What follows belongs to an exercise in optimizing a design on an open flow for small area, a short achievable clock period and few clock cycles; a production flow would make more cautious choices.
In this exercise RTL edits were held to simulation tests only and were not proved equivalent to the original.
Power and IR drop assume default switching activity.

==> inputs of run a <==
## top
module top (
    input clk,
    input rst_n,
    input mode,
    input [7:0] din,
    input ram_en,
    output reg [7:0] dout,
    output reg out_data_flag
);
clock: 10.0 ns
lec_check: 0
abc_clock_period_in_ps: 3000
cap_margin: 20
cell_pad_in_sites_detail_placement: 1
cell_pad_in_sites_global_placement: 1
core_margin: 2
core_utilization: 40
slew_margin: 20
synth_hierarchical: 1
standard.sh (not shown) runs the stock make flow with config.mk's settings and CLKGATE_MAP_FILE= SYNTH_SCRIPT=/design/flow/synth_recipe.tcl, a recipe that flattens the netlist after the stock synthesis.
==> flow/flow/run.sh <==
#!/bin/bash
# The standard layout with two changes to how it is made (the clock period
# and the constraints are the standard flow's own):
#  - the port buffers are plain buffers (buffer_ports would otherwise pick a
#    delay buffer, which slows the paths to the outputs); every port still gets
#    its buffer;
#  - timing repair aims for 7.0 ns of setup slack, so the resizer sizes the
#    cells on the longest paths as if the clock were 3.0 ns.
set -euo pipefail
export BUFFER_PORTS_ARGS="-buffer_cell sky130_fd_sc_hd__buf_4"
export SETUP_SLACK_MARGIN=7.0
bash standard.sh > standard.log 2>&1
==> run b: changes against run a <==
--- a/flow/design.v
+++ b/flow/design.v
@@ -5855,21 +5855,21 @@
     reg mac_first, mac_last_v, fin_v;
     always @(posedge clk) begin
         op_a <= issue ? sel_a : 8'd0;
         op_b <= sel_b;
         mac_first <= (fc_r == 2'd0) & (fc_c == 2'd0) & (fc_d == 2'd0);
     end
     always @(posedge clk, negedge rst_n) begin
-        if (~rst_n) begin mac_last_v <= 1'b0; fin_v <= 1'b0; end
+        if (~rst_n) begin mac_last_v <= 1'b0; fin_v <= 1'b0; out_data_flag <= 1'b0; end
         else begin
             mac_last_v <= issue & (fc_r == 2'd2) & (fc_c == 2'd2) & (fc_d == 2'd2);
             fin_v <= mac_last_v;
+            out_data_flag <= fin_v;
         end
     end
-    always @(posedge clk) out_data_flag <= fin_v;
     reg [19:0] acc_s, acc_c;
     wire [19:0] acc_sg = mac_first ? 20'd0 : acc_s;
     wire [19:0] acc_cg = mac_first ? 20'd0 : acc_c;
     wire f_pp1 = ~(op_a[0] & op_b[0]);
     wire f_pp2 = ~(op_a[0] & op_b[1]);
     wire f_pp3 = ~(op_a[0] & op_b[2]);
     wire f_pp4 = ~(op_a[0] & op_b[3]);
==> flow/flow/run.sh (replaced) <==
#!/bin/bash
# The standard layout with two changes to how it is made (the clock period
# and the constraints are the standard flow's own):
#  - the port buffers are plain buffers (buffer_ports would otherwise pick a
#    delay buffer, which slows the paths to the outputs); every port still gets
#    its buffer;
#  - timing repair aims for 6.7 ns of setup slack, so the resizer sizes the
#    cells on the longest paths as if the clock were 3.3 ns.
set -euo pipefail
export BUFFER_PORTS_ARGS="-buffer_cell sky130_fd_sc_hd__buf_4"
export SETUP_SLACK_MARGIN=6.7
bash standard.sh > standard.log 2>&1
==> summary of the runs <==
- Wire length: run b is lower than run a (about 3.7%).
- Between run a and run b, the lower utilization is in run b (gap 0.66 points).
- Of run b and run a, run a has the higher critical path depth (gap 5).
- Against run b, the hold slack of run a is better by 11 ps.
- Of run a and run b, run a has the higher combinational power (gap about 6%, measured against run b).
- Against run a, the clock power of run b is larger by about 2%.
- Against run b, the final cell count of run a is higher by 0.60%.
Testbench counts of run a, summed over its fixed seeds: cycles 12,384.
Testbench counts of run b, summed over its fixed seeds: cycles 12,384.

========
==> branch juniper <==
top, a different RTL version from the one above (not shown whole).
export LEC_CHECK = 0
export ABC_CLOCK_PERIOD_IN_PS = 3000
export CAP_MARGIN = 20
export CELL_PAD_IN_SITES_DETAIL_PLACEMENT = 1
export CELL_PAD_IN_SITES_GLOBAL_PLACEMENT = 1
export CORE_MARGIN = 2
export CORE_UTILIZATION = 40
export CTS_BUF_LIST = sky130_fd_sc_hd__clkbuf_4 sky130_fd_sc_hd__clkbuf_8
export SLEW_MARGIN = 20
export SYNTH_HIERARCHICAL = 1
create_clock -name core_clock -period 10.0 [get_ports {clk}]
==> flow/flow/run.sh <==
#!/bin/bash
# The standard layout, except that the port buffers are plain buffers
# (buffer_ports would otherwise pick a delay buffer, which slows the paths to
# the outputs). Every port still gets its buffer.
set -euo pipefail
export BUFFER_PORTS_ARGS="-buffer_cell sky130_fd_sc_hd__buf_4"
bash standard.sh > standard.log 2>&1
==> branch harbor: changes against branch juniper <==
==> flow/flow/run.sh (replaced) <==
#!/bin/bash
# The standard layout with two changes to how it is made (the clock period
# and the constraints are the standard flow's own):
#  - the port buffers are plain buffers (buffer_ports would otherwise pick a
#    delay buffer, which slows the paths to the outputs); every port still gets
#    its buffer;
#  - timing repair aims for 6.7 ns of setup slack, so the resizer sizes the
#    cells on the longest paths as if the clock were 3.3 ns.
set -euo pipefail
export BUFFER_PORTS_ARGS="-buffer_cell sky130_fd_sc_hd__buf_4"
export SETUP_SLACK_MARGIN=6.7
bash standard.sh > standard.log 2>&1
==> impl_metrics.json <==
{
  "gr-usage-met1_pct": 39.2,
  "r2r-start": "lb1[7]",
  "place_area_um2": 79800,
  "final-seq-area_um2": 33400,
  "cpMostUsedCell": "fa_1",
  "outcome": "complete, no violations",
  "synthToLayoutAreaGrowth_pct": 12.7,
  "path_clk_slew_ps": 60,
  "skew_ps": 78.2,
  "final_cells": 8362,
  "worst_hold_slack_ps": 302,
  "grt_util_all_layers_pct": 29.8,
  "grt.met3_usage_pct": 8.69,
  "pwr-share-clk_pct": 22.8,
  "ff2ff_setup_slack_ps": 5980,
  "drive_above_1_share_pct": 11.3
}
The numbers above come from branch juniper.

==> impl_metrics.json <==
{
  "drive_above_1_share_pct": 17.3,
  "synthAdderAreaFrac_pct": 31.3,
  "met2_length_um": 131000,
  "synthToLayoutAreaGrowth_pct": 15.6,
  "synth_edf_count": 692,
  "pwr-share-clk_pct": 22.0,
  "skew_ps": 76.8,
  "final_cells": 8515,
  "final-seq-area_um2": 33400,
  "place_area_um2": 79800,
  "grt_util_all_layers_pct": 30.8,
  "outcome": "complete, no violations",
  "worst_hold_slack_ps": 324,
  "r2r-start": "wm10[3]",
  "path_clk_slew_ps": 70,
  "gr-usage-met1_pct": 39.4,
  "ff2ff_setup_slack_ps": 6220,
  "avgSynthCellArea_um2": 14.2,
  "grt.met3_usage_pct": 10.3
}
The numbers above come from branch harbor.

Testbench counts of branch juniper, summed over its fixed seeds: cycles 12,384.
Testbench counts of branch harbor, summed over its fixed seeds: cycles 12,384.

-- re-timing with driven ports --
Ports are ideal in the flow. The routed layouts listed here were re-timed in OpenROAD. Step 1 sets driving cells, clkbuf_16 on the clock port and buf_2 on the other inputs (assumed; they add their load-dependent delay and slew). Step 2 also shifts input and output timing later by t, the mid clock arrival at the registers, as if the neighbouring blocks saw the same clock. Slacks: ideal ports / drivers / drivers and shift; pairs: ideal ports / drivers.
| run | shift t [ns] | setup WS [ns] | worst setup path after step 2 |
|---|---|---|---|
| run a | 0.932 | 6.554 / 6.554 / 6.554 | register to register |
| run b | 0.941 | 6.611 / 6.529 / 6.611 | register to register |
| branch juniper | 1.100 | 5.980 / 5.980 / 5.980 | register to register |
| branch harbor | 1.087 | 6.220 / 6.220 / 6.220 | register to register |
After both steps setup and hold are still met in every run listed.
